This design comes from an exercise in tuning for small area, a short achievable clock period and few clock cycles on the open sky130 flow, not from production work. Function was checked by simulation only, so behaviour that the tests miss may differ from the original.

$ cat flow/config.mk
export PLATFORM = sky130hd
export DESIGN_NAME = spm_mul_bcd
export DESIGN_NICKNAME = spm_mul_bcd
export VERILOG_FILES = /design/flow/design.v
export SDC_FILE = /design/flow/constraint.sdc
export NUM_CORES = 4
export LEC_CHECK = 0
export ABC_AREA = 1
export CAP_MARGIN = 20
export CORE_MARGIN = 2
export CORE_UTILIZATION = 40
export SLEW_MARGIN = 20
$ cat flow/standard.sh
#!/bin/bash
# synth_recipe.tcl (not shown) runs the flow's synth.tcl, then flattens the netlist and writes it again
# the make line also repeats each setting of config.mk as NAME=value (left out here)
make -C /OpenROAD-flow-scripts/flow DESIGN_CONFIG=/design/flow/config.mk WORK_HOME=/design/flow/orfs CLKGATE_MAP_FILE= SYNTH_SCRIPT=/design/flow/synth_recipe.tcl "${@:-finish}"
$ cat flow/design.v
module mul7u(input [6:0] a, input [6:0] b, output [13:0] p);
    wire pp0_0 = a[0] & b[0];
    wire pp0_1 = a[0] & b[1];
    wire pp0_2 = a[0] & b[2];
    wire pp0_3 = a[0] & b[3];
    wire pp0_4 = a[0] & b[4];
    wire pp0_5 = a[0] & b[5];
    wire pp0_6 = a[0] & b[6];
    wire pp1_0 = a[1] & b[0];
    wire pp1_1 = a[1] & b[1];
    wire pp1_2 = a[1] & b[2];
    wire pp1_3 = a[1] & b[3];
    wire pp1_4 = a[1] & b[4];
    wire pp1_5 = a[1] & b[5];
    wire pp1_6 = a[1] & b[6];
    wire pp2_0 = a[2] & b[0];
    wire pp2_1 = a[2] & b[1];
    wire pp2_2 = a[2] & b[2];
    wire pp2_3 = a[2] & b[3];
    wire pp2_4 = a[2] & b[4];
    wire pp2_5 = a[2] & b[5];
    wire pp2_6 = a[2] & b[6];
    wire pp3_0 = a[3] & b[0];
    wire pp3_1 = a[3] & b[1];
    wire pp3_2 = a[3] & b[2];
    wire pp3_3 = a[3] & b[3];
    wire pp3_4 = a[3] & b[4];
    wire pp3_5 = a[3] & b[5];
    wire pp3_6 = a[3] & b[6];
    wire pp4_0 = a[4] & b[0];
    wire pp4_1 = a[4] & b[1];
    wire pp4_2 = a[4] & b[2];
    wire pp4_3 = a[4] & b[3];
    wire pp4_4 = a[4] & b[4];
    wire pp4_5 = a[4] & b[5];
    wire pp4_6 = a[4] & b[6];
    wire pp5_0 = a[5] & b[0];
    wire pp5_1 = a[5] & b[1];
    wire pp5_2 = a[5] & b[2];
    wire pp5_3 = a[5] & b[3];
    wire pp5_4 = a[5] & b[4];
    wire pp5_5 = a[5] & b[5];
    wire pp5_6 = a[5] & b[6];
    wire pp6_0 = a[6] & b[0];
    wire pp6_1 = a[6] & b[1];
    wire pp6_2 = a[6] & b[2];
    wire pp6_3 = a[6] & b[3];
    wire pp6_4 = a[6] & b[4];
    wire pp6_5 = a[6] & b[5];
    wire pp6_6 = a[6] & b[6];
    wire s1 = pp0_6 ^ pp1_5;
    wire c1 = pp0_6 & pp1_5;
    wire s2 = pp1_6 ^ pp2_5;
    wire c2 = pp1_6 & pp2_5;
    wire s3 = pp0_4 ^ pp1_3;
    wire c3 = pp0_4 & pp1_3;
    wire s4 = pp0_5 ^ pp1_4 ^ pp2_3;
    wire c4 = (pp0_5 & pp1_4) | (pp0_5 & pp2_3) | (pp1_4 & pp2_3);
    wire s5 = pp3_2 ^ pp4_1;
    wire c5 = pp3_2 & pp4_1;
    wire s6 = s1 ^ pp2_4 ^ pp3_3;
    wire c6 = (s1 & pp2_4) | (s1 & pp3_3) | (pp2_4 & pp3_3);
    wire s7 = pp4_2 ^ pp5_1 ^ pp6_0;
    wire c7 = (pp4_2 & pp5_1) | (pp4_2 & pp6_0) | (pp5_1 & pp6_0);
    wire s8 = c1 ^ s2 ^ pp3_4;
    wire c8 = (c1 & s2) | (c1 & pp3_4) | (s2 & pp3_4);
    wire s9 = pp4_3 ^ pp5_2 ^ pp6_1;
    wire c9 = (pp4_3 & pp5_2) | (pp4_3 & pp6_1) | (pp5_2 & pp6_1);
    wire s10 = c2 ^ pp2_6 ^ pp3_5;
    wire c10 = (c2 & pp2_6) | (c2 & pp3_5) | (pp2_6 & pp3_5);
    wire s11 = pp4_4 ^ pp5_3 ^ pp6_2;
    wire c11 = (pp4_4 & pp5_3) | (pp4_4 & pp6_2) | (pp5_3 & pp6_2);
    wire s12 = pp3_6 ^ pp4_5 ^ pp5_4;
    wire c12 = (pp3_6 & pp4_5) | (pp3_6 & pp5_4) | (pp4_5 & pp5_4);
    wire s13 = pp0_3 ^ pp1_2;
    wire c13 = pp0_3 & pp1_2;
    wire s14 = s3 ^ pp2_2 ^ pp3_1;
    wire c14 = (s3 & pp2_2) | (s3 & pp3_1) | (pp2_2 & pp3_1);
    wire s15 = c3 ^ s4 ^ s5;
    wire c15 = (c3 & s4) | (c3 & s5) | (s4 & s5);
    wire s16 = c4 ^ c5 ^ s6;
    wire c16 = (c4 & c5) | (c4 & s6) | (c5 & s6);
    wire s17 = c6 ^ c7 ^ s8;
    wire c17 = (c6 & c7) | (c6 & s8) | (c7 & s8);
    wire s18 = c8 ^ c9 ^ s10;
    wire c18 = (c8 & c9) | (c8 & s10) | (c9 & s10);
    wire s19 = c10 ^ c11 ^ s12;
    wire c19 = (c10 & c11) | (c10 & s12) | (c11 & s12);
    wire s20 = c12 ^ pp4_6 ^ pp5_5;
    wire c20 = (c12 & pp4_6) | (c12 & pp5_5) | (pp4_6 & pp5_5);
    wire s21 = pp0_2 ^ pp1_1;
    wire c21 = pp0_2 & pp1_1;
    wire s22 = s13 ^ pp2_1 ^ pp3_0;
    wire c22 = (s13 & pp2_1) | (s13 & pp3_0) | (pp2_1 & pp3_0);
    wire s23 = c13 ^ s14 ^ pp4_0;
    wire c23 = (c13 & s14) | (c13 & pp4_0) | (s14 & pp4_0);
    wire s24 = c14 ^ s15 ^ pp5_0;
    wire c24 = (c14 & s15) | (c14 & pp5_0) | (s15 & pp5_0);
    wire s25 = c15 ^ s16 ^ s7;
    wire c25 = (c15 & s16) | (c15 & s7) | (s16 & s7);
    wire s26 = c16 ^ s17 ^ s9;
    wire c26 = (c16 & s17) | (c16 & s9) | (s17 & s9);
    wire s27 = c17 ^ s18 ^ s11;
    wire c27 = (c17 & s18) | (c17 & s11) | (s18 & s11);
    wire s28 = c18 ^ s19 ^ pp6_3;
    wire c28 = (c18 & s19) | (c18 & pp6_3) | (s19 & pp6_3);
    wire s29 = c19 ^ s20 ^ pp6_4;
    wire c29 = (c19 & s20) | (c19 & pp6_4) | (s20 & pp6_4);
    wire s30 = c20 ^ pp5_6 ^ pp6_5;
    wire c30 = (c20 & pp5_6) | (c20 & pp6_5) | (pp5_6 & pp6_5);
    wire [13:0] r0 = {1'b0, c30, c29, c28, c27, c26, c25, c24, c23, c22, c21, s21, pp0_1, pp0_0};
    wire [13:0] r1 = {1'b0, pp6_6, s30, s29, s28, s27, s26, s25, s24, s23, s22, pp2_0, pp1_0, 1'b0};
    wire [13:0] g = r0 & r1;
    wire [13:0] t = r0 ^ r1;
    reg [13:0] G, P;
    integer i, l;
    always @* begin
        G = g;
        P = t;
        for (l = 0; l < 4; l = l + 1)
            for (i = 13; i >= 0; i = i - 1)
                if (i[l]) begin
                    G[i] = G[i] | (P[i] & G[((i >> l) << l) - 1]);
                    P[i] = P[i] & P[((i >> l) << l) - 1];
                end
    end
    assign p = t ^ {G[12:0], 1'b0};
endmodule
`timescale 1ns / 1ps
module BCD(input [14:0] in, output reg [19:0] bcd);
    function [3:0] add3(input [3:0] d);
        reg s;
        begin
            s = d[3] | (d[2] & (d[1] | d[0]));
            add3[3] = s;
            add3[2] = (d[3] & d[0]) | (d[2] & ~d[1] & ~d[0]);
            add3[1] = (d[1] & d[0]) | (d[1] & ~d[2] & ~d[3]) | (d[3] & ~d[0]);
            add3[0] = s ^ d[0];
        end
    endfunction
    integer i;
    always @* begin
        bcd = 20'b0;
        for (i = 13; i >= 0; i = i - 1) begin
            bcd[3:0]   = add3(bcd[3:0]);
            bcd[7:4]   = add3(bcd[7:4]);
            bcd[11:8]  = add3(bcd[11:8]);
            bcd[15:12] = add3(bcd[15:12]);
            bcd = {bcd[18:0], in[i]};
        end
        if (in[14])
            bcd = bcd | 20'h16384;
    end
endmodule
`timescale 1ns / 1ps
module spm_mul_bcd(
    input  wire        clk,
    input  wire        rst,
    input  wire        start,
    input  wire [7:0]  mc,
    input  wire [7:0]  mp,
    output reg  [15:0] product,
    output wire [19:0] bcd,
    output reg         done
);
    reg  [7:0] am, bm;
    reg        ba, bb;
    integer k;
    always @* begin
        ba = 1'b0;
        bb = 1'b0;
        for (k = 0; k < 7; k = k + 1) begin
            am[k] = mc[k] ^ (mc[7] & ba);
            bm[k] = mp[k] ^ (mp[7] & bb);
            ba = ba | mc[k];
            bb = bb | mp[k];
        end
        am[7] = mc[7] & ~ba;
        bm[7] = mp[7] & ~bb;
    end
    wire [13:0] p77;
    mul7u mult(.a(am[6:0]), .b(bm[6:0]), .p(p77));
    wire [14:0] mul = {1'b0, p77} | ({15{am[7]}} & {bm, 7'b0}) | ({15{bm[7]}} & {1'b0, am[6:0], 7'b0});
    wire neg = (mc[7] ^ mp[7]) & (mc[7] | ba) & (mp[7] | bb);
    reg [14:0] mag;
    reg        sgn;
    always @(posedge clk)
        if (start) begin
            mag <= mul;
            sgn <= neg;
        end
    always @(posedge clk or posedge rst)
        if (rst)
            done <= 1'b0;
        else if (start)
            done <= 1'b1;
    reg below;
    always @* begin
        below = 1'b0;
        for (k = 0; k < 15; k = k + 1) begin
            product[k] = mag[k] ^ (sgn & below);
            below = below | mag[k];
        end
        product[15] = sgn;
    end
    BCD binary_bcd(.in(mag), .bcd(bcd));
endmodule
$ cat flow/constraint.sdc
create_clock -name core_clock -period 18.0 [get_ports {clk}]
set_input_delay 3.6000 -clock core_clock [delete_from_list [all_inputs] [get_ports {clk}]]
set_output_delay 3.6000 -clock core_clock [all_outputs]
set_load 0.01 [all_outputs]
$ cat flow/flow/run.sh
#!/bin/bash
# Pass-through flow: the standard layout, with its output logged here.
bash standard.sh > standard.log 2>&1
==> metrics.cfg, run 1 <==
[outcome]
status = complete, no violations

[yosys]
syn_inst = 590
yosys_warnings = 3
ys_types = 39
syn_avg_cell_area_um2 = 6.729
synth_area_um2 = 3970
seq_area_frac_synth_pct = 12.73
yosys_register_bits = 17

[grt]
grt_pass1_vias = 3572
grt_overflow = 0
grtUsageTotal_pct = 16.50
grt_max_degree = 18
grt_first_pass_wirelength_um = 15220
antenna_found_initial = 0

[min_path]
min-delay-start = done$_DFFE_PP0P_
hold_depth = 1
hold_class = reg -> reg
hold_end = done$_DFFE_PP0P_

[sta]
fin_crit_sh_pct = 48.93
fmax_ghz = 0.1135
hold_viol = 0
slew_viol_final = 0
setup_tns_ps = 0
period_needed_ps = 8807
maxSlewHeadroom_pct = 48.59
rsz0062_at_grt = false
fin_skew_ps = 0
setup_viol = 0
worstMarginPinSlew_ps = 768.8

[detailed_routing]
wire_per_inst_um = 11.29
drcViolationCount = 0
ant_nets = 0
vias = 3750
drt_wl_total_um = 8735
drt_iter0_drc = 117
drt-vias-per-instance = 4.845
dr.pass1.iters = 4

[critical_path]
r2r-end = done$_DFFE_PP0P_
crit_type = in -> reg
r2r_cells = 1
cp_max_fo = 8
crit_arrival_ps = 8770
r2r_setup_slack_ps = 17230
reg2reg_from = done$_DFFE_PP0P_
critPathCaptureType = flip-flop
cp-start-kind = input pin
worstPathRequired_ps = 17970

[die]
coreArea_um2 = 9684
ios = 56
die-height_um = 103.6
dieArea_um2 = 10740
fp-row-count = 36
start_util_pct = 40.99
die_w_um = 103.6

[clock_network]
cts_tree = done
htreeDepth = 1
path_clk_slew_ps = 60
clkSinkCount = 17
cts_buffers = 3
clockBufferDepth = 2
cts-root-buf = clkbuf_8
cts_setup_buffers = 0
insertion_delay_ps = 250
cts_hold_buf = 0
post_cts_resized = 0

[layout]
postLayoutCoreUtil_pct = 48.13
final_common_cell = inv_1
syn2layout_area_growth_pct = 17.40
final_cell_mix = inv_1 (110), nand2_1 (106), nor2_1 (73), clkdlybuf4s50_1 (52), nand2_2 (44)
antenna_cells = 0
drive_gt1_share_pct = 13.42
nets = 706

[placed_design]
post-dp-hpwl_um = 7663
io_buffers = 52
gp_congestion = 0.8851

[job]
drv_cap = 0

==> cell usage after synthesis <==
library cell / instances / area (um2)
ha_1: 18 / 225.2
a21oi_4: 1 / 16.27
o21ai_1: 12 / 60.06
o211ai_1: 3 / 22.52
inv_2: 14 / 52.55
nand3_2: 5 / 50.05
xor2_1: 28 / 245.2
conb_1: 1 / 3.750
nand2_4: 10 / 112.6
clkinv_1: 1 / 3.750
a21o_1: 4 / 30.03
or2_2: 1 / 6.260
o2111ai_1: 1 / 8.760
inv_1: 110 / 412.9
nand2_1: 106 / 397.9
nand3_1: 35 / 175.2
o21ai_0: 17 / 85.08
a22oi_1: 2 / 15.01
a221o_1: 1 / 10.01
nand4_1: 1 / 6.260
a22oi_4: 2 / 42.54
o21bai_1: 3 / 22.52
xnor2_1: 5 / 43.79
a21oi_2: 2 / 17.52
o221ai_1: 5 / 43.79
buf_4: 6 / 45.04
o21ai_2: 2 / 17.52
nand2_2: 44 / 275.3
clkbuf_1: 1 / 3.750
dfrtp_1: 1 / 25.02
o22ai_1: 15 / 93.84
edfxtp_1: 16 / 480.5
a21oi_1: 11 / 55.05
o22ai_2: 1 / 12.51
or3_1: 2 / 12.51
a31oi_2: 1 / 12.51
nor2_1: 73 / 274.0
fa_1: 27 / 540.5
and2_1: 2 / 12.51
==> sequential cells by signal (all words and copies together) (netlist names) <==
name	count
sgn	1
done	1
mag	15
==> worst max path at each step <==
stage | start | end | slack, ps
finish | mp[0] | mag[12]$_DFFE_PP_ | 9190
global route | mp[0] | mag[12]$_DFFE_PP_ | 8850
CTS | mp[0] | mag[12]$_DFFE_PP_ | 9180
detailed placement | mp[0] | mag[12]$_DFFE_PP_ | 8940
global placement | mp[0] | mag[12]$_DFFE_PP_ | 9020
floorplan | mp[1] | mag[12]$_DFFE_PP_ | 9850
==> area by class of cell <==
type / count / area, um2
tap: 133 / 166.4
timing repair buffer: 52 / 520.5
multi-input combinational: 443 / 2954
fill: 994 / 5024
clock buffer: 4 / 45.04
sequential: 17 / 505.5
inverter: 125 / 469.2
==> per-stage QoR <==
stage	worst slack (ps)	std cells	hold slack [ps]	cell area, um2
finish	9193	774	468.8	4661
global route	8848	774	501.3	4661
CTS	9183	774	474.8	4661
detailed placement	8942	770	457.7	4616
global placement	9019	770	452.8	4616
floorplan	9850	592	512.1	3978
==> kinds of logic after synthesis <==
kind of cell / Yosys count / synth area share, %
other: 1 / 0.09446
AND/OR/NAND/NOR: 279 / 33.31
XOR/XNOR: 33 / 7.280
flip-flops: 17 / 12.73
AO/OA/AOI/OAI: 83 / 14.25
buffers and inverters: 132 / 13.05
adder cells (fa/ha/maj): 45 / 19.29
==> routing by layer <==
metal | global-route usage, % | share of wire, %
met1 | 19.84 | 44
met2 | 32.07 | 52
met4 | 4.923 | 1.9
met3 | 0.1259 | 2.2
met5 | 0 | 0
==> critical path, cell delays in order <==
cell and delay [ps]:
clkdlybuf4s50_1 520, or3_1 410, nor2_1 100, inv_1 60, nor2_1 80, inv_1 50, nand2_1 60, xor2_1 440
nor2_1 90, ha_1 330, fa_1 510, fa_1 490, inv_1 50, fa_1 500, inv_1 40, ha_1 290
a21o_1 210, a21o_1 190, nand3_1 70, nand2_1 80, a21o_1 180, a21o_1 180, xnor2_1 130, o221ai_1 120
Testbench counts, summed over its fixed seeds: cycles 3,200.
==> run 2, diff against run 1 <==
==> flow/run.sh (new file) <==
#!/bin/bash
# synth_recipe.tcl (not shown) runs the flow's synth.tcl, then flattens the netlist and writes it again
# the make line also repeats each setting of config.mk as NAME=value (left out here)
make -C /OpenROAD-flow-scripts/flow DESIGN_CONFIG=/design/flow/config.mk WORK_HOME=/design/flow/orfs CLKGATE_MAP_FILE= SYNTH_SCRIPT=/design/flow/synth_recipe.tcl finish
removed: flow/flow/run.sh
removed: flow/standard.sh
==> run 2 against run 1 <==
  * Final area stayed put
  * Critical path depth stayed put
  * Critical path type unchanged
  * Critical endpoint unchanged
==> metrics.cfg, run 2 <==
[layout]
postLayoutCoreUtil_pct = 48.13
final_common_cell = inv_1
top_regs = mag x15, done x1, sgn x1
final_cell_mix = inv_1 (110), nand2_1 (106), nor2_1 (73), clkdlybuf4s50_1 (52), nand2_2 (44)
fin_area_um2 = 4661
largest_reg_flops = 15
syn2layout_area_growth_pct = 17.40
drive_gt1_share_pct = 13.42
antenna_cells = 0
largest_register = mag
nets = 706

[yosys]
synth_fa_ha_area_share_pct = 19.29
yosysTopAreaCell = fa_1
async_reset_ff_share_pct = 5.882
synth.area.mux_share_pct = 0
synth_top_family_by_area = simple AND/OR/NAND/NOR gates
seq_area_frac_synth_pct = 12.73
syn_avg_cell_area_um2 = 6.729
ys_types = 39
synth-edff-count = 16
yosys_register_bits = 17
synthTopCellsByArea = fa_1 (14%), edfxtp_1 (12%), inv_1 (10%)
synth_area_um2 = 3970
syn_inst = 590
ys_dominant_reg_cell = edfxtp_1
synth.most_common_cell = inv_1
synth_compound_area_share_pct = 14.25
synth-xor-area-share_pct = 7.280
yosys-top-cells-count = inv_1 (110), nand2_1 (106), nor2_1 (73)
synth_top_area_share_pct = 13.61
yosys_warnings = 3
yosys.area_share.simple_pct = 33.31

[detailed_routing]
dr.pass1.iters = 4
drt-vias-per-instance = 4.845
drt_wl_total_um = 8735
wl_met1_um = 3831
wl_met3_um = 190
route.met2.wl_um = 4545
drt_iter0_drc = 117
dr.max_layer_used = met4
wire_per_inst_um = 11.29
vias = 3750
ant_nets = 0
drcViolationCount = 0

[die]
start_util_pct = 40.99
coreArea_um2 = 9684
fp-row-count = 36
die-height_um = 103.6
dieArea_um2 = 10740
die_w_um = 103.6
ios = 56

[sta]
rsz0062_at_grt = false
worstMarginPinSlew_ps = 768.8
hold_viol = 0
setup_viol = 0
maxSlewHeadroom_pct = 48.59
worst_slack_ps = 9193
fin_skew_ps = 0
fin_crit_sh_pct = 48.93
fmax_ghz = 0.1135
setup_tns_ps = 0
period_needed_ps = 8807
slew_viol_final = 0

[critical_path]
crit_path_start = mp[0]
critPathCaptureType = flip-flop
worstPathRequired_ps = 17970
crit_type = in -> reg
reg2reg_from = done$_DFFE_PP0P_
cp-start-kind = input pin
cp_max_fo = 8
crit_arrival_ps = 8770

[grt]
grt_overflow = 0
grtUsageTotal_pct = 16.50
grt_first_pass_wirelength_um = 15220
antenna_found_initial = 0
grt_pass1_vias = 3572
grt_max_degree = 18

[clock_network]
post_cts_resized = 0
cts-root-buf = clkbuf_8
cts_setup_buffers = 0
cts_hold_buf = 0
insertion_delay_ps = 250
clockBufferDepth = 2
path_clk_slew_ps = 60
cts_tree = done
clkSinkCount = 17
cts_buffers = 3
htreeDepth = 1

[placed_design]
gp_congestion = 0.8851
placed_area_um2 = 4616
io_buffers = 52
dp_slack_ps = 8942
post-dp-hpwl_um = 7663

[job]
drv_cap = 0

[min_path]
hold_class = reg -> reg
min-delay-start = done$_DFFE_PP0P_

[outcome]
status = complete, no violations

run 2: cell counts in the layout (fill, tap and decap cells not counted):
Identical to the previous run, type by type.
run 2: cell type report:
cell class                      count  area (um2)
Clock buffer                        4       45.04
Multi-Input combinational cell    443        2954
Fill cell                         994        5024
Inverter                          125       469.2
Sequential cell                    17       505.5
Tap cell                          133       166.4
Timing Repair Buffer               52       520.5
run 2: through the flow:
step	hold slack [ps]	cells
final	468.8	774
after global routing	501.3	774
after CTS	474.8	774
after detailed placement	457.7	770
after global placement	452.8	770
after floorplan	512.1	592
run 2: logic make-up after synthesis:
group / count (synthesis)
simple gates: 279
flops: 17
fa+ha+maj: 45
xor+xnor: 33
buf+inv: 132
compound gates: 83
other cells: 1
run 2: final timing paths:
check	to	slack, ps	cells after the start
worst min-delay path	done$_DFFE_PP0P_	470	1
worst min register to register	done$_DFFE_PP0P_	470	1
min in group asynchronous	done$_DFFE_PP0P_	3480	2
worst max register to register	done$_DFFE_PP0P_	17230	1
max in group asynchronous	done$_DFFE_PP0P_	14430	2
worst max-delay path	mag[12]$_DFFE_PP_	9190	24
run 2: worst max-delay path, stage by stage:
cell             delay (ps)
clkdlybuf4s50_1         520
or3_1                   410
nor2_1                  100
inv_1                    60
nor2_1                   80
inv_1                    50
nand2_1                  60
xor2_1                  440
nor2_1                   90
ha_1                    330
fa_1                    510
fa_1                    490
inv_1                    50
fa_1                    500
inv_1                    40
ha_1                    290
a21o_1                  210
a21o_1                  190
nand3_1                  70
nand2_1                  80
a21o_1                  180
a21o_1                  180
xnor2_1                 130
o221ai_1                120
run 2: layer usage:
metal | GRT usage, % | vias to the layer above
met5 | 0 | -
met4 | 4.923 | 0
met1 | 19.84 | 1715
met2 | 32.07 | 63
li1 | - | 1963
met3 | 0.1259 | 9
==> run 3, diff against run 2 <==
==> flow/flow/run.sh (new file) <==
#!/bin/bash
# The standard layout, except that the port buffers are buf_1 cells instead
# of the buffer buffer_ports picks by default. Each tool's output is logged
# in this folder (standard.log holds the whole ORFS make run).
export BUFFER_PORTS_ARGS="-buffer_cell sky130_fd_sc_hd__buf_1"
bash standard.sh > standard.log 2>&1
==> flow/standard.sh (new file) <==
#!/bin/bash
# synth_recipe.tcl (not shown) runs the flow's synth.tcl, then flattens the netlist and writes it again
# the make line also repeats each setting of config.mk as NAME=value (left out here)
make -C /OpenROAD-flow-scripts/flow DESIGN_CONFIG=/design/flow/config.mk WORK_HOME=/design/flow/orfs CLKGATE_MAP_FILE= SYNTH_SCRIPT=/design/flow/synth_recipe.tcl "${@:-finish}"
removed: flow/run.sh
==> run 3 against run 2 <==
  * Via count hardly changed
  * Utilization shrank 3.3 points
  * Global-route usage shrank 0.24 points
  * Highest routed layer unchanged
  * Non-clock buffer count unchanged
  * Clock skew stayed put
  * Die area stayed put
  * Clock-buffer cell count is 1 lower
==> metrics.cfg, run 3 <==
[layout]
largest_register = mag
syn2layout_area_growth_pct = 9.234
final_cell_mix = inv_1 (110), nand2_1 (106), nor2_1 (73), buf_1 (52), nand2_2 (44)
top_regs = mag x15, done x1, sgn x1
final_common_cell = inv_1
fill_cells = 1007
drive_gt1_share_pct = 13.57
antenna_cells = 0
multi_input_area_um2 = 2954
nets = 706
seqCellArea_um2 = 505.5
largest_reg_flops = 15

[placed_design]
io_buffers = 52
post-dp-hpwl_um = 7506
gp_congestion = 0.8696

[detailed_routing]
vias = 3748
drt_wl_total_um = 8626
ant_nets = 0
wire_per_inst_um = 11.14
dr.pass1.iters = 4
drcViolationCount = 0
drt_iter0_drc = 159
drt-vias-per-instance = 4.842

[yosys]
yosys_register_bits = 17
ys_types = 39
seq_area_frac_synth_pct = 12.73
yosysTopAreaCell = fa_1
yosys-top-cells-count = inv_1 (110), nand2_1 (106), nor2_1 (73)
synth_area_um2 = 3970
yosys_warnings = 3
synth.most_common_cell = inv_1
syn_inst = 590
synthTopCellsByArea = fa_1 (14%), edfxtp_1 (12%), inv_1 (10%)
synth-edff-count = 16
syn_avg_cell_area_um2 = 6.729
ys_dominant_reg_cell = edfxtp_1
async_reset_ff_share_pct = 5.882
synth_top_area_share_pct = 13.61

[sta]
hold_viol = 0
fmax_ghz = 0.1181
rsz0062_at_grt = false
holdWs_ps = 473.7
fin_skew_ps = 0
worstMarginPinSlew_ps = 836.6
setup_viol = 0
slew_viol_final = 0
fin_crit_sh_pct = 47.04
setup_tns_ps = 0
maxSlewHeadroom_pct = 44.22
period_needed_ps = 8468

[outcome]
status = complete, no violations

[clock_network]
path_clk_slew_ps = 60
cts_buffers = 3
clockBufferDepth = 2
cts_hold_buf = 0
cts_tree = done
cts_setup_buffers = 0
clkSinkCount = 17
htreeDepth = 1
cts-root-buf = clkbuf_8
post_cts_resized = 0
insertion_delay_ps = 250

[die]
dieArea_um2 = 10740
start_util_pct = 40.99
ios = 56
fp-row-count = 36
coreArea_um2 = 9684
die_w_um = 103.6
die-height_um = 103.6

[min_path]
hold_class = reg -> reg
min-delay-start = done$_DFFE_PP0P_

[grt]
antenna_found_initial = 0
grt_overflow = 0
grt_pass1_vias = 3489
grt_first_pass_wirelength_um = 15050
grt_max_degree = 18
grtUsageTotal_pct = 16.26

[critical_path]
cp_slowest_cell = fa_1
worstPathRequired_ps = 17960
crit_path_cell_trace = buf_1, or3_1, nor2_1, inv_1, nor2_1, inv_1, nand2_1, xor2_1, nor2_1, ha_1, fa_1, fa_1, inv_1, fa_1, inv_1, ha_1, a21o_1, a21o_1, nand3_1, nand2_1, a21o_1, a21o_1, xnor2_1, o221ai_1
slowest_delay_ps = 500
crit_path_start = mp[0]
reg2reg_from = done$_DFFE_PP0P_
cp_max_fo = 8
crit_type = in -> reg
critPathCaptureType = flip-flop
cp-start-kind = input pin
crit_arrival_ps = 8430

[job]
drv_cap = 0

[run 3: cell types whose count changed in the layout (fill, tap and decap cells not counted), sizes merged]
cell           change
clkinv             +1
clkdlybuf4s50     -52
buf               +52
clkbuf             -1
[run 3: metrics by stage]
stage               cells  util (%)  setup WS (ps)  cell area, um2
detailed placement    770     44.30           9297            4290
finish                774     44.78           9532            4337
global placement      770     44.30           9402            4290
floorplan             592         -           9850            3978
CTS                   774     44.78           9570            4337
global route          774     44.78           9360            4337
[run 3: cells by family after synthesis]
kind of cell,Yosys count,share of synthesized area (%)
and+or+nand+nor,279,33.31
adders and majority gates,45,19.29
xor gates and xnor gates,33,7.280
buffers and inverters,132,13.05
AOI/OAI and AO/OA,83,14.25
DFF,17,12.73
other,1,0.09446
[run 3: cell type report]
type,instances,area share [%]
multi-input combinational,443,68.12
clock buffer,3,0.9521
clock inverter,1,0.1154
inverter,125,10.82
timing repair buffer,52,4.501
sequential,17,11.66
tap,133,3.837
[run 3: per-layer routing]
| metal | global-route usage, % | vias to the layer above | share of wire (%) |
|---|---|---|---|
| li1 | - | 1949 | - |
| met1 | 19.90 | 1719 | 44 |
| met2 | 31.46 | 73 | 52 |
| met3 | 0.8181 | 7 | 3.2 |
| met4 | 3.282 | 0 | 0.88 |
| met5 | 0 | - | 0 |
[run 3: worst paths after layout]
path	end	slack (ps)	depth (start not counted)
max in group asynchronous	done$_DFFE_PP0P_	14770	2
worst max-delay path	mag[12]$_DFFE_PP_	9530	24
worst min register to register	done$_DFFE_PP0P_	470	1
worst min-delay path	done$_DFFE_PP0P_	470	1
worst max register to register	done$_DFFE_PP0P_	17220	1
min in group asynchronous	done$_DFFE_PP0P_	3150	2
[run 3: worst max-delay path, delay by kind of cell]
family | cells | cell delay [ps]
xor gates and xnor gates | 2 | 590
adders and majority gates | 5 | 2100
AOI/OAI and AO/OA | 5 | 910
buffers and inverters | 5 | 340
and+or+nand+nor | 7 | 870
==> run 4, diff against run 3 <==
==> flow/flow/run.sh (replaced) <==
#!/bin/bash
# The standard layout, except that the port buffers are buf_2 cells instead
# of the buffer buffer_ports picks by default. Each tool's output is logged
# in this folder (standard.log holds the whole ORFS make run).
export BUFFER_PORTS_ARGS="-buffer_cell sky130_fd_sc_hd__buf_2"
bash standard.sh > standard.log 2>&1
==> run 4 against run 3 <==
  * Still clean on timing, DRC and antenna
  * Area after synthesis unchanged
  * Fmax up 1.1%
  * Utilization rose by 0.67 points
==> metrics.cfg, run 4 <==
[layout]
nets = 706
finalNonFillerCells = 774
final_common_cell = inv_1
largest_reg_flops = 15
drive_gt1_share_pct = 21.68
syn2layout_area_growth_pct = 10.87
largest_register = mag
top_regs = mag x15, done x1, sgn x1
antenna_cells = 0
final_cell_mix = inv_1 (110), nand2_1 (106), nor2_1 (73), buf_2 (52), nand2_2 (44)

[critical_path]
crit_arrival_ps = 8340
critPathCaptureType = flip-flop
cp_max_fo = 8
r2r_cells = 1
crit_path_start = mp[0]
reg2reg_from = done$_DFFE_PP0P_
r2r_setup_slack_ps = 17230
crit_end = mag[12]$_DFFE_PP_
r2r-end = done$_DFFE_PP0P_
crit_type = in -> reg
worstPathRequired_ps = 17960
cp-start-kind = input pin

[clock_network]
post_cts_resized = 0
cts_buffers = 3
cts_setup_buffers = 0
clkSinkCount = 17
htreeDepth = 1
cts-root-buf = clkbuf_8
clockBufferDepth = 2
cts_hold_buf = 0
cts_tree = done
path_clk_slew_ps = 60
insertion_delay_ps = 250

[die]
coreArea_um2 = 9684
start_util_pct = 40.99
die_w_um = 103.6
ios = 56
die-height_um = 103.6
fp-row-count = 36
dieArea_um2 = 10740

[sta]
hold_viol = 0
period_needed_ps = 8377
slew_viol_final = 0
fin_skew_ps = 0
worstMarginPinSlew_ps = 706.2
fmax_ghz = 0.1194
maxSlewHeadroom_pct = 52.76
setup_viol = 0
rsz0062_at_grt = false
setup_tns_ps = 0
fin_crit_sh_pct = 46.54

[grt]
antenna_found_initial = 0
grt_overflow = 0
grt_pass1_vias = 3536
grt_first_pass_wirelength_um = 14980
grt_max_degree = 18
grtUsageTotal_pct = 16.31

[placed_design]
io_buffers = 52
dp.cells = 770
post-dp-hpwl_um = 7561
gp_congestion = 0.8717

[job]
drv_cap = 0

[yosys]
synth-edff-count = 16
ys_types = 39
async_reset_ff_share_pct = 5.882
synth_top_area_share_pct = 13.61
yosys_register_bits = 17
yosysTopAreaCell = fa_1
yosys-top-cells-count = inv_1 (110), nand2_1 (106), nor2_1 (73)
synth.most_common_cell = inv_1
seq_area_frac_synth_pct = 12.73
syn_inst = 590
ys_dominant_reg_cell = edfxtp_1
synthTopCellsByArea = fa_1 (14%), edfxtp_1 (12%), inv_1 (10%)
synth_area_um2 = 3970
yosys_warnings = 3
syn_avg_cell_area_um2 = 6.729

[outcome]
status = complete, no violations

[detailed_routing]
drt_iter0_drc = 124
ant_nets = 0
dr.pass1.iters = 7
vias = 3705
drcViolationCount = 0
drt-vias-per-instance = 4.787
drt_wl_total_um = 8555
wire_per_inst_um = 11.05

[min_path]
hold_class = reg -> reg
min-delay-start = done$_DFFE_PP0P_

run 4: cell counts after synthesis:
Identical to the previous run, type by type.
run 4: how the worst min path moves through the flow:
stage | end | slack (ps) | depth (start not counted)
after floorplan | done$_DFFE_PP0P_ | 510 | 1
after global placement | done$_DFFE_PP0P_ | 450 | 1
after detailed placement | done$_DFFE_PP0P_ | 450 | 1
after CTS | done$_DFFE_PP0P_ | 470 | 1
after global routing | done$_DFFE_PP0P_ | 500 | 1
final | done$_DFFE_PP0P_ | 460 | 1
run 4: cells by family after synthesis:
| group | Yosys count | share of synthesized area, % |
|---|---|---|
| xor+xnor | 33 | 7.280 |
| fa+ha+maj | 45 | 19.29 |
| compound gates | 83 | 14.25 |
| buf+inv | 132 | 13.05 |
| flops | 17 | 12.73 |
| other cells | 1 | 0.09446 |
| simple gates | 279 | 33.31 |
run 4: critical path, cell delays in order:
cell and delay [ps]:
buf_2 140, or3_1 360, nor2_1 90, inv_1 50
nor2_1 80, inv_1 50, nand2_1 60, xor2_1 420
nor2_1 90, ha_1 330, fa_1 500, fa_1 490
inv_1 50, fa_1 500, inv_1 40, ha_1 290
a21o_1 210, a21o_1 180, nand3_1 70, nand2_1 90
a21o_1 190, a21o_1 180, xnor2_1 140, o221ai_1 130
run 4: layout make-up:
class | instances | area [um2]
fillers | 1009 | 5283
multi-input cells | 443 | 2954
flip-flops and latches | 17 | 505.5
inverters | 125 | 469.2
repair buffers | 52 | 260.3
well taps | 133 | 166.4
clock buffers | 3 | 41.29
clock inverters | 1 | 5.005
run 4: routing by layer:
layer	GRT usage (%)	wire length, um	part of all wire (%)	vias to the layer above
met3	0.4405	254	3.0	4
li1	-	-	-	1957
met5	0	0	0	-
met1	19.47	3687	43	1687
met4	3.861	59	0.69	0
met2	32.17	4553	53	57
run 4: per-stage QoR:
stage / hold WS (ps) / utilization [%] / cell area (um2) / setup slack (ps)
3_5_place_dp: 452.3 / 44.97 / 4355 / 9373
2_1_floorplan: 512.1 / - / 3978 / 9850
4_1_cts: 468.0 / 45.45 / 4402 / 9631
5_1_grt: 497.9 / 45.45 / 4402 / 9377
3_3_place_gp: 446.8 / 44.97 / 4355 / 9429
6_report: 460.7 / 45.45 / 4402 / 9623
==> run 5, diff against run 4 <==
==> flow/flow/run.sh (replaced) <==
#!/bin/bash
# The standard layout with buf_1 port buffers and repair_timing aiming at
# a setup slack margin of 10 ns. standard.log holds the whole ORFS run.
export BUFFER_PORTS_ARGS="-buffer_cell sky130_fd_sc_hd__buf_1"
export SETUP_SLACK_MARGIN=10
bash standard.sh > standard.log 2>&1
==> run 5 against run 4 <==
  * Worst setup slack gained 300 ps
  * Critical endpoint is now bcd[9]
  * Clock skew stayed put
  * Sequential cell count did not move
  * Final area is 21% higher
  * First-iteration DRC count down 2.4%
  * Fmax up 3.8%
  * Synthesized cell count unchanged
  * Sequential share of layout area is 2.0 points lower
  * Register-to-register slack barely moved
==> metrics.cfg, run 5 <==
[outcome]
status = complete, no violations

[detailed_routing]
ant_nets = 0
drt_iter0_drc = 121
wire_per_inst_um = 12.72
vias = 4029
drt-vias-per-instance = 4.913
drt_wl_total_um = 10430
drcViolationCount = 0
dr.pass1.iters = 4

[critical_path]
worstPathRequired_ps = 14400
crit_type = reg -> out
path_common_cell = nand2_4
crit_arrival_ps = 4470
slowest_delay_ps = 480
crit_path_start = mag[13]$_DFFE_PP_
cp_max_fo = 5
cp_slowest_cell = edfxtp_1
critPathCaptureType = output port
reg2reg_from = done$_DFFE_PP0P_
cp-start-kind = flip-flop

[yosys]
synth-edff-count = 16
yosys_warnings = 3
ys_types = 39
seq_area_frac_synth_pct = 12.73
synth.most_common_cell = inv_1
synth_area_um2 = 3970
yosys-top-cells-count = inv_1 (110), nand2_1 (106), nor2_1 (73)
syn_avg_cell_area_um2 = 6.729
synthTopCellsByArea = fa_1 (14%), edfxtp_1 (12%), inv_1 (10%)
ys_dominant_reg_cell = edfxtp_1
yosys_register_bits = 17
syn_inst = 590
async_reset_ff_share_pct = 5.882
yosysTopAreaCell = fa_1
synth_top_area_share_pct = 13.61

[grt]
grtUsageTotal_pct = 17.00
grt_max_degree = 18
grt_pass1_vias = 3624
grt_overflow = 0
grt_first_pass_wirelength_um = 15610
antenna_found_initial = 0

[sta]
holdWs_ps = 469.9
setup_tns_ps = 0
setup_viol = 0
fin_crit_sh_pct = 44.85
rsz0062_at_grt = true
fin_skew_ps = 0
hold_viol = 0
fmax_ghz = 0.1239
maxSlewHeadroom_pct = 40.06
worstMarginPinSlew_ps = 899.1
slew_viol_final = 0
period_needed_ps = 8073

[layout]
antenna_cells = 0
final_cell_mix = inv_1 (96), nand2_1 (79), nor2_1 (68), nand2_2 (43), buf_4 (43)
largest_register = mag
top_regs = mag x15, done x1, sgn x1
fill_cells = 923
nets = 752
drive_gt1_share_pct = 35.37
syn2layout_area_growth_pct = 34.64
final_common_cell = inv_1
postLayoutCoreUtil_pct = 55.19
largest_reg_flops = 15

[die]
ios = 56
start_util_pct = 40.99
die_w_um = 103.6
coreArea_um2 = 9684
fp-row-count = 36
die-height_um = 103.6
dieArea_um2 = 10740

[clock_network]
cts-root-buf = clkbuf_8
insertion_delay_ps = 250
path_clk_slew_ps = 70
clkSinkCount = 17
cts_tree = done
clockBufferDepth = 2
cts_buffers = 3
htreeDepth = 1

[job]
drv_cap = 0

[placed_design]
io_buffers = 52
gp_congestion = 0.8561
post-dp-hpwl_um = 7510

[min_path]
hold_class = reg -> reg
min-delay-start = done$_DFFE_PP0P_

==> run 5: cell count changes in the layout (fill, tap and decap cells not counted), sizes merged <==
| cell | previous run | this run |
|---|---|---|
| clkbuf | 3 | 11 |
| clkinv | 2 | 1 |
| clkinvlp | 0 | 1 |
| buf | 52 | 90 |
==> run 5: path summary, 6_finish.rpt <==
check	endpoint	slack (ps)	cells past startpoint
max	bcd[9]	9930	42
min	done$_DFFE_PP0P_	470	1
max reg2reg	done$_DFFE_PP0P_	17230	1
min reg2reg	done$_DFFE_PP0P_	470	1
max in group asynchronous	done$_DFFE_PP0P_	14770	2
min in group asynchronous	done$_DFFE_PP0P_	3140	2
==> run 5: worst max-delay path: cells and delay by family (launching register included) <==
family	cells	cell delay [ps]
AND/OR/NAND/NOR	36	2850
AO/OA/AOI/OAI	3	520
buffers and inverters	3	360
flip-flops	1	480
==> run 5: layout make-up <==
cell class | count | area [um2] | share of cell area [%]
multi-input combinational | 443 | 3536 | 66.15
sequential | 17 | 505.5 | 9.457
inverter | 125 | 479.2 | 8.965
clock inverter | 1 | 7.507 | 0.1404
clock buffer | 3 | 41.29 | 0.7725
tap | 133 | 166.4 | 3.113
timing repair buffer | 98 | 609.3 | 11.40
==> run 5: kinds of logic after synthesis <==
| logic type | after synthesis | share of synthesized area [%] |
|---|---|---|
| simple gates | 279 | 33.31 |
| buf+inv | 132 | 13.05 |
| compound gates | 83 | 14.25 |
| fa+ha+maj | 45 | 19.29 |
| xor+xnor | 33 | 7.280 |
| flops | 17 | 12.73 |
| other cells | 1 | 0.09446 |
==> run 5: routing by layer <==
metal  share of wire, %  global-route usage (%)
met5                  0                       0
met4                1.7                   5.116
met3                2.0                  0.7552
met2                 56                   33.02
met1                 41                   20.08
==> run 5: repair_timing <==
action / CTS / global route
resized for setup: 15 / 152
pin swaps: 13 / 50
setup endpoints to repair: 14 / 22
hold buffers: 0 / 0
setup buffers: 9 / 37
==> run 5: stage by stage <==
| step | cells | cell area, um2 | worst slack [ps] |
|---|---|---|---|
| after detailed placement | 770 | 4315 | 9467 |
| final | 820 | 5345 | 9927 |
| after floorplan | 592 | 4003 | 9980 |
| after CTS | 783 | 4499 | 9900 |
| after global routing | 820 | 5345 | 9571 |
| after global placement | 770 | 4315 | 9589 |
==> run 6, diff against run 5 <==
==> flow/flow/run.sh (replaced) <==
#!/bin/bash
# The standard layout with buf_1 port buffers and repair_timing aiming at
# a setup slack margin of 9.7 ns. standard.log holds the whole ORFS run.
export BUFFER_PORTS_ARGS="-buffer_cell sky130_fd_sc_hd__buf_1"
export SETUP_SLACK_MARGIN=9.7
bash standard.sh > standard.log 2>&1
--- a/flow/config.mk
+++ b/flow/config.mk
@@ -10,3 +10,3 @@
 export CORE_MARGIN = 2
-export CORE_UTILIZATION = 40
+export CORE_UTILIZATION = 70
 export SLEW_MARGIN = 20
==> run 6 against run 5 <==
  * Critical endpoint is now bcd[7]
  * Area after synthesis stayed put
  * Hold slack better by 2.3 ps
  * Critical path depth is 1 lower
  * Clock skew stayed put
  * Still clean on timing, DRC and antenna
  * Final area is 8.1% lower
  * Worst setup slack worse by 630 ps
  * Highest routed layer unchanged
==> metrics.cfg, run 6 <==
[detailed_routing]
dr.pass1.iters = 5
drcViolationCount = 0
drt_iter0_drc = 456
drt_wl_total_um = 13550
vias = 4683
drt-vias-per-instance = 6.337
wire_per_inst_um = 18.33
ant_nets = 0

[layout]
fin_area_um2 = 4912
fill_cells = 262
final_common_cell = inv_1
syn2layout_area_growth_pct = 23.73
top_regs = mag x15, done x1, sgn x1
multi_input_area_um2 = 3363
antenna_cells = 0
final_cell_mix = inv_1 (103), nand2_1 (84), nor2_1 (71), nand2_2 (53), buf_1 (47)
largest_register = mag
largest_reg_flops = 15
seqCellArea_um2 = 505.5
nets = 732
drive_gt1_share_pct = 28.19

[die]
die_w_um = 79.31
ios = 56
fp-row-count = 27
dieArea_um2 = 6290
start_util_pct = 72.10
coreArea_um2 = 5507
die-height_um = 79.31

[yosys]
yosys_warnings = 3
seq_area_frac_synth_pct = 12.73
syn_avg_cell_area_um2 = 6.729
synthTopCellsByArea = fa_1 (14%), edfxtp_1 (12%), inv_1 (10%)
synth.most_common_cell = inv_1
synth-edff-count = 16
yosysTopAreaCell = fa_1
syn_inst = 590
async_reset_ff_share_pct = 5.882
ys_types = 39
synth_area_um2 = 3970
synth_top_area_share_pct = 13.61
yosys_register_bits = 17
ys_dominant_reg_cell = edfxtp_1
yosys-top-cells-count = inv_1 (110), nand2_1 (106), nor2_1 (73)

[grt]
antenna_found_initial = 0
grt_first_pass_wirelength_um = 14960
grt_pass1_vias = 3708
grt_max_degree = 18
grtUsageTotal_pct = 29.32
grt_overflow = 0

[critical_path]
path_common_cell = nand2_2
cp-start-kind = flip-flop
crit_arrival_ps = 5110
slowest_delay_ps = 490
critPathCaptureType = output port
cp_slowest_cell = edfxtp_1
r2r_cells = 1
worstPathRequired_ps = 14400
crit_type = reg -> out
cp_max_fo = 5

[clock_network]
cts-root-buf = clkbuf_8
cts_tree = done
cts_hold_buf = 0
insertion_delay_ps = 250
clockBufferDepth = 2
path_clk_slew_ps = 70
cts_buffers = 3
htreeDepth = 1
clkSinkCount = 17

[sta]
maxSlewHeadroom_pct = 32.11
rsz0062_at_grt = true
period_needed_ps = 8707
fin_crit_sh_pct = 48.37
fin_skew_ps = 0
worstMarginPinSlew_ps = 1018
hold_viol = 0
setup_viol = 0
fmax_ghz = 0.1148
setup_tns_ps = 0
slew_viol_final = 0

[placed_design]
gp_congestion = 0.9577
io_buffers = 52
placed_area_um2 = 4214
post-dp-hpwl_um = 7624

[job]
drv_cap = 0

[outcome]
status = complete, no violations

[min_path]
hold_class = reg -> reg
hold_depth = 1

==> run 6: changes by cell type in the layout (fill, tap and decap cells not counted), sizes merged <==
cell      change
clkinvlp      -1
clkinv        +1
buf          -14
clkbuf        -6
==> run 6: cells by family after synthesis <==
family	share of synthesized area, %
and+or+nand+nor	33.31
buffers and inverters	13.05
AOI/OAI and AO/OA	14.25
adders and majority gates	19.29
xor gates and xnor gates	7.280
DFF	12.73
other	0.09446
==> run 6: final timing paths <==
path | startpoint | end | slack (ps)
max in group asynchronous | rst | done$_DFFE_PP0P_ | 14770
setup / recovery | mag[13]$_DFFE_PP_ | bcd[7] | 9290
hold reg to reg | done$_DFFE_PP0P_ | done$_DFFE_PP0P_ | 470
hold / removal | done$_DFFE_PP0P_ | done$_DFFE_PP0P_ | 470
setup reg to reg | done$_DFFE_PP0P_ | done$_DFFE_PP0P_ | 17220
min in group asynchronous | rst | done$_DFFE_PP0P_ | 3140
==> run 6: cell type report <==
class | instances | share of cell area (%)
timing repair buffer | 78 | 8.711
tap | 72 | 1.834
inverter | 125 | 9.755
clock inverter | 1 | 0.1019
clock buffer | 3 | 0.8406
sequential | 17 | 10.29
multi-input combinational | 443 | 68.47
==> run 6: critical path, delay by kind of cell, from the launching register on <==
| family | cells | cell delay (ps) |
|---|---|---|
| buffers and inverters | 7 | 890 |
| AO/OA/AOI/OAI | 3 | 630 |
| flip-flops | 1 | 490 |
| AND/OR/NAND/NOR | 31 | 2820 |
==> run 6: what timing repair did <==
item,in CTS,in global routing
endpoints found under the setup margin,1,21
gates cloned,0,0
gates resized for setup,1,104
setup buffers,2,24
pin swaps,1,34
==> run 6: through the flow <==
step	setup slack, ps	util [%]	cells	hold slack (ps)
2_1_floorplan	9850	-	592	512.1
3_3_place_gp	9451	76.53	709	449.5
3_5_place_dp	9345	76.53	709	465.3
4_1_cts	9708	77.78	715	477.4
5_1_grt	9129	89.21	739	485.1
6_report	9293	89.21	739	472.2
==> run 6: routing by layer <==
| layer | global-route usage, % | vias to the layer above | part of all wire (%) |
|---|---|---|---|
| li1 | - | 2000 | - |
| met1 | 32.85 | 2086 | 32 |
| met2 | 58.22 | 441 | 49 |
| met3 | 2.159 | 156 | 9.7 |
| met4 | 8.966 | 0 | 9.2 |
| met5 | 0 | - | 0 |
==> run 7, diff against run 6 <==
==> flow/flow/run.sh (replaced) <==
#!/bin/bash
# The standard layout with buf_1 port buffers and repair_timing aiming at
# a setup slack margin of 0 ns. standard.log holds the whole ORFS run.
export BUFFER_PORTS_ARGS="-buffer_cell sky130_fd_sc_hd__buf_1"
bash standard.sh > standard.log 2>&1
==> run 7 against run 6 <==
  * Clock skew unchanged
  * Die area unchanged
  * Clock-buffer cell count did not move
  * Fmax rose by 3.7%
  * Final cell count fell by 3.5%
  * Synthesized cell count unchanged
==> metrics.cfg, run 7 <==
[detailed_routing]
drt-vias-per-instance = 5.380
drcViolationCount = 0
ant_nets = 0
dr.pass1.iters = 5
vias = 3836
wire_per_inst_um = 12.45
drt_iter0_drc = 158
drt_wl_total_um = 8874

[sta]
fin_skew_ps = 0
fin_crit_sh_pct = 46.66
fmax_ghz = 0.1191
maxSlewHeadroom_pct = 35.69
worstMarginPinSlew_ps = 964.6
setup_tns_ps = 0
period_needed_ps = 8399
rsz0062_at_grt = false
hold_viol = 0
slew_viol_final = 0
setup_viol = 0

[critical_path]
slowest_delay_ps = 510
critPathCaptureType = flip-flop
crit_arrival_ps = 8370
crit_path_start = mp[0]
cp_max_fo = 8
cp_slowest_cell = fa_1
worstPathRequired_ps = 17970
crit_path_cell_trace = buf_1, or3_1, nor2_1, inv_1, nor2_1, inv_1, nand2_1, xor2_1, nor2_1, ha_1, fa_1, fa_1, inv_1, fa_1, inv_1, ha_1, a21o_1, a21o_1, nand3_1, nand2_1, a21o_1, a21o_1, xnor2_1, o221ai_1
crit_type = in -> reg
cp-start-kind = input pin
reg2reg_from = done$_DFFE_PP0P_

[grt]
grtUsageTotal_pct = 29.20
gr-usage-met2_pct = 57.71
top_usage_layer = met2
antenna_found_initial = 0
grt_first_pass_wirelength_um = 14890
grt_overflow = 0
grt_use_met3_pct = 2.159
use_met1_pct = 32.92
grt_max_degree = 18
grt_pass1_vias = 3685

[clock_network]
cts_tree = done
insertion_delay_ps = 250
post_cts_resized = 0
cts_buffers = 3
clockBufferDepth = 2
htreeDepth = 1
cts-root-buf = clkbuf_8
path_clk_slew_ps = 70
clkSinkCount = 17
cts_setup_buffers = 0
cts_hold_buf = 0

[yosys]
async_reset_ff_share_pct = 5.882
synth_area_um2 = 3970
yosysTopAreaCell = fa_1
seq_area_frac_synth_pct = 12.73
syn_inst = 590
ys_types = 39
yosys-top-cells-count = inv_1 (110), nand2_1 (106), nor2_1 (73)
yosys_warnings = 3
synth_top_area_share_pct = 13.61
synthTopCellsByArea = fa_1 (14%), edfxtp_1 (12%), inv_1 (10%)
synth.most_common_cell = inv_1
syn_avg_cell_area_um2 = 6.729
synth-edff-count = 16
ys_dominant_reg_cell = edfxtp_1
yosys_register_bits = 17

[die]
start_util_pct = 72.10
coreArea_um2 = 5507
die_w_um = 79.31
dieArea_um2 = 6290
fp-row-count = 27
ios = 56
die-height_um = 79.31

[layout]
largest_register = mag
largest_reg_flops = 15
fill_cells = 433
final_cell_mix = inv_1 (110), nand2_1 (106), nor2_1 (73), buf_1 (52), nand2_2 (44)
antenna_cells = 0
multi_input_area_um2 = 2954
fin_area_um2 = 4260
nets = 706
final_common_cell = inv_1
seqCellArea_um2 = 505.5
finalNonFillerCells = 713
drive_gt1_share_pct = 13.57
syn2layout_area_growth_pct = 7.312
top_regs = mag x15, done x1, sgn x1

[placed_design]
post-dp-hpwl_um = 7624
io_buffers = 52
gp_congestion = 0.9577
dp.cells = 709
placed_area_um2 = 4214

[outcome]
status = complete, no violations

[min_path]
min-delay-start = done$_DFFE_PP0P_
hold_class = reg -> reg

[job]
drv_cap = 0

run 7: cell counts after synthesis:
No cell type changed its count.
run 7: worst paths after layout:
| check | cells past startpoint | slack [ps] | endpoint |
|---|---|---|---|
| max | 24 | 9600 | mag[12]$_DFFE_PP_ |
| min | 1 | 470 | done$_DFFE_PP0P_ |
| max reg2reg | 1 | 17220 | done$_DFFE_PP0P_ |
| min reg2reg | 1 | 470 | done$_DFFE_PP0P_ |
| max in group asynchronous | 2 | 14770 | done$_DFFE_PP0P_ |
| min in group asynchronous | 2 | 3140 | done$_DFFE_PP0P_ |
run 7: final cells by class:
| type | instances | area share [%] |
|---|---|---|
| inverter | 125 | 11.01 |
| tap | 72 | 2.115 |
| sequential | 17 | 11.86 |
| multi-input combinational | 443 | 69.34 |
| clock inverter | 1 | 0.1175 |
| clock buffer | 3 | 0.9692 |
| timing repair buffer | 52 | 4.581 |
run 7: layer usage:
| layer | up-vias | share of wire [%] |
|---|---|---|
| li1 | 1955 | - |
| met1 | 1751 | 41 |
| met2 | 109 | 52 |
| met3 | 21 | 4.5 |
| met4 | 0 | 2.4 |
| met5 | - | 0 |
run 7: logic make-up after synthesis:
family / after synthesis / synth area share, %
other cells: 1 / 0.09446
xor+xnor: 33 / 7.280
buf+inv: 132 / 13.05
fa+ha+maj: 45 / 19.29
compound gates: 83 / 14.25
simple gates: 279 / 33.31
flops: 17 / 12.73
run 7: worst max-delay path, delay by kind of cell:
kind                     cells  cell delay, ps
AND/OR/NAND/NOR              7             860
adder cells (fa/ha/maj)      5            2120
AO/OA/AOI/OAI                5             900
XOR/XNOR                     2             510
buffers and inverters        5             360
run 7: metrics by stage:
stage / hold WS, ps / setup slack (ps) / util, %
6_report: 471.7 / 9601 / 77.37
5_1_grt: 485.1 / 9249 / 77.37
4_1_cts: 477.4 / 9615 / 77.37
3_5_place_dp: 465.3 / 9345 / 76.53
3_3_place_gp: 449.5 / 9451 / 76.53
2_1_floorplan: 512.1 / 9850 / -
==> run 8, diff against run 7 <==
--- a/flow/design.v
+++ b/flow/design.v
@@ -165,17 +165,19 @@
 );
-    reg  [7:0] am, bm;
-    reg        ba, bb;
-    integer k;
-    always @* begin
-        ba = 1'b0;
-        bb = 1'b0;
-        for (k = 0; k < 7; k = k + 1) begin
-            am[k] = mc[k] ^ (mc[7] & ba);
-            bm[k] = mp[k] ^ (mp[7] & bb);
-            ba = ba | mc[k];
-            bb = bb | mp[k];
-        end
-        am[7] = mc[7] & ~ba;
-        bm[7] = mp[7] & ~bb;
-    end
+    wire [7:1] oa, ob;
+    assign oa[1] = mc[0];
+    assign oa[2] = mc[0] | mc[1];
+    assign oa[3] = oa[2] | mc[2];
+    assign oa[4] = oa[2] | (mc[2] | mc[3]);
+    assign oa[5] = oa[4] | mc[4];
+    assign oa[6] = oa[4] | (mc[4] | mc[5]);
+    assign oa[7] = oa[4] | (mc[4] | mc[5] | mc[6]);
+    assign ob[1] = mp[0];
+    assign ob[2] = mp[0] | mp[1];
+    assign ob[3] = ob[2] | mp[2];
+    assign ob[4] = ob[2] | (mp[2] | mp[3]);
+    assign ob[5] = ob[4] | mp[4];
+    assign ob[6] = ob[4] | (mp[4] | mp[5]);
+    assign ob[7] = ob[4] | (mp[4] | mp[5] | mp[6]);
+    wire [7:0] am = {mc[7] & ~oa[7], mc[6:1] ^ ({6{mc[7]}} & oa[6:1]), mc[0]};
+    wire [7:0] bm = {mp[7] & ~ob[7], mp[6:1] ^ ({6{mp[7]}} & ob[6:1]), mp[0]};
     wire [13:0] p77;
@@ -183,3 +185,3 @@
     wire [14:0] mul = {1'b0, p77} | ({15{am[7]}} & {bm, 7'b0}) | ({15{bm[7]}} & {1'b0, am[6:0], 7'b0});
-    wire neg = (mc[7] ^ mp[7]) & (mc[7] | ba) & (mp[7] | bb);
+    wire neg = (mc[7] ^ mp[7]) & (mc[7] | oa[7]) & (mp[7] | ob[7]);
     reg [14:0] mag;
@@ -197,2 +199,3 @@
     reg below;
+    integer k;
     always @* begin
==> run 8 against run 7 <==
  * Sequential cell count stayed put
  * Fmax is 1.7% higher
  * Non-clock buffer count stayed put
  * Die area is 1.4% lower
  * Sequential share of layout area is 0.19 points higher
  * Utilization is 0.30 points lower
  * First-iteration DRC count is 32% lower
  * Register-to-register slack hardly changed
==> metrics.cfg, run 8 <==
[outcome]
status = complete, no violations

[critical_path]
critPathCaptureType = flip-flop
crit_path_start = mp[0]
reg2reg_from = done$_DFFE_PP0P_
worstPathRequired_ps = 17970
crit_arrival_ps = 8230
cp_max_fo = 7
cp-start-kind = input pin
crit_type = in -> reg

[detailed_routing]
drt-vias-per-instance = 5.382
ant_nets = 0
drcViolationCount = 0
dr.pass1.iters = 5
vias = 3800
wire_per_inst_um = 12.24
drt_iter0_drc = 107
drt_wl_total_um = 8644

[grt]
grt_max_degree = 18
grt_pass1_vias = 3676
grt_overflow = 0
grtUsageTotal_pct = 30.28
use_met1_pct = 37.60
grt_first_pass_wirelength_um = 15280
grt_use_met3_pct = 2.614
top_usage_layer = met2
gr-usage-met2_pct = 54.79
antenna_found_initial = 0

[yosys]
syn_inst = 585
synth_top_family_by_area = simple AND/OR/NAND/NOR gates
ys_types = 40
yosys.area_share.simple_pct = 32.38
synth_area_um2 = 3910
syn_avg_cell_area_um2 = 6.684
synth_compound_area_share_pct = 14.43
synth_fa_ha_area_share_pct = 19.58
synth_top_area_share_pct = 13.82
synthTopCellsByArea = fa_1 (14%), edfxtp_1 (12%), inv_1 (11%)
synth.area.mux_share_pct = 0
yosys_register_bits = 17
synth-edff-count = 16
yosysTopAreaCell = fa_1
ys_dominant_reg_cell = edfxtp_1
synth.most_common_cell = inv_1
yosys-top-cells-count = inv_1 (110), nand2_1 (101), nor2_1 (69)
seq_area_frac_synth_pct = 12.93
yosys_warnings = 3
synth-xor-area-share_pct = 7.168
async_reset_ff_share_pct = 5.882

[layout]
largest_reg_flops = 15
drive_gt1_share_pct = 12.78
largest_register = mag
fill_cells = 443
final_common_cell = inv_1
syn2layout_area_growth_pct = 7.200
top_regs = mag x15, done x1, sgn x1
seqCellArea_um2 = 505.5
postLayoutCoreUtil_pct = 77.06
final_cell_mix = inv_1 (110), nand2_1 (101), nor2_1 (69), buf_1 (52), nand2_2 (42)
multi_input_area_um2 = 2888
antenna_cells = 0
nets = 699

[die]
fp-row-count = 27
coreArea_um2 = 5439
ios = 56
die-height_um = 78.74
die_w_um = 78.74
start_util_pct = 71.89
dieArea_um2 = 6199

[sta]
fin_crit_sh_pct = 45.89
worst_slack_ps = 9740
setup_viol = 0
fmax_ghz = 0.1211
maxSlewHeadroom_pct = 33.82
slew_viol_final = 0
worstMarginPinSlew_ps = 992.7
hold_viol = 0
setup_tns_ps = 0
period_needed_ps = 8260
fin_skew_ps = 0
rsz0062_at_grt = false

[clock_network]
cts-root-buf = clkbuf_8
cts_tree = done
htreeDepth = 1
path_clk_slew_ps = 70
cts_hold_buf = 0
clockBufferDepth = 2
cts_setup_buffers = 0
insertion_delay_ps = 260
cts_buffers = 3
clkSinkCount = 17
post_cts_resized = 0

[job]
drv_cap = 0

[placed_design]
dp_slack_ps = 9460
gp_congestion = 0.9284
post-dp-hpwl_um = 7258
io_buffers = 52

[min_path]
min-delay-start = done$_DFFE_PP0P_
hold_class = reg -> reg

## run 8: logic make-up after synthesis
family / after synthesis
xor+xnor: 32
flops: 17
other cells: 1
buf+inv: 133
fa+ha+maj: 45
compound gates: 87
simple gates: 270
## run 8: through the flow
| stage | area [um2] | hold slack [ps] | instances |
|---|---|---|---|
| after global placement | 4146 | 452.4 | 702 |
| after detailed placement | 4146 | 460.7 | 702 |
| after floorplan | 3918 | 512.1 | 587 |
| final | 4192 | 474.3 | 706 |
| after global routing | 4192 | 500.9 | 706 |
| after CTS | 4192 | 478.1 | 706 |
## run 8: worst paths after layout
check,endpoint,slack (ps),cells after the start
worst max register to register,done$_DFFE_PP0P_,17220,1
worst max-delay path,mag[12]$_DFFE_PP_,9740,24
worst min-delay path,done$_DFFE_PP0P_,470,1
max in group asynchronous,done$_DFFE_PP0P_,14780,2
worst min register to register,done$_DFFE_PP0P_,470,1
min in group asynchronous,done$_DFFE_PP0P_,3130,2
## run 8: cell type report
class | count | share of cell area [%]
Tap cell | 72 | 2.149
Multi-Input combinational cell | 437 | 68.90
Inverter | 124 | 11.16
Clock buffer | 4 | 1.075
Sequential cell | 17 | 12.06
Timing Repair Buffer | 52 | 4.657
## run 8: metal layers
metal,part of all wire (%),vias to the layer above
met2,50,94
li1,-,1938
met3,4.6,15
met5,0,-
met4,1.8,0
met1,44,1753
## run 8: critical path, stage by stage
cell      delay [ps]
buf_1            150
nor2_1           160
nand2_1           90
or3_1            350
nor2_1           150
inv_1             70
nand3_1           60
nand2_1          140
nor2_1           140
ha_1             260
fa_1             500
fa_1             490
inv_1             50
fa_1             490
inv_1             40
ha_1             290
a21o_1           210
a21o_1           190
nand3_1           70
nand2_1           80
a21oi_1          210
o21bai_1         130
xnor2_1          160
o221ai_1         130
Testbench counts of run 8, summed over its fixed seeds: cycles 3,200.

==> what the ideal ports hide <==
How much do the figures lean on ideal ports? The routed layouts below were timed once more, with nothing changed but the port constraints.
Step 1 assumes that a clkbuf_16 drives the clock port and a buf_2 every other input.
Step 2 times the ports against the registers' clock, not the clock port: input delays grow and output delays shrink by t, the midpoint of the rising clock arrivals with the driver on.
a / b / c = ideal / step 1 / step 2; a / b = the first two.
run | shift t [ns] | setup slack, ns | worst hold slack (ns) | worst register clock-pin slew, ns
run 1 | 0.278 | 9.193 / 9.201 / 8.923 | 0.469 / 0.469 / 0.469 | 0.06 / 0.06
run 2 | 0.278 | 9.193 / 9.201 / 8.923 | 0.469 / 0.469 / 0.469 | 0.06 / 0.06
run 3 | 0.276 | 9.532 / 9.541 / 9.265 | 0.474 / 0.474 / 0.474 | 0.06 / 0.06
run 4 | 0.274 | 9.623 / 9.630 / 9.356 | 0.461 / 0.461 / 0.461 | 0.06 / 0.06
run 5 | 0.282 | 9.927 / 9.897 / 9.669 | 0.470 / 0.470 / 0.470 | 0.07 / 0.07
run 6 | 0.281 | 9.293 / 9.265 / 9.398 | 0.472 / 0.472 / 0.472 | 0.07 / 0.07
run 7 | 0.281 | 9.601 / 9.606 / 9.325 | 0.472 / 0.472 / 0.472 | 0.07 / 0.07
run 8 | 0.288 | 9.740 / 9.748 / 9.459 | 0.474 / 0.474 / 0.474 | 0.07 / 0.07
After both steps setup and hold are still met in every run listed. The setup slack of run 8, which loses most, moves by +0.008 ns with the drivers and by -0.281 ns with both steps.
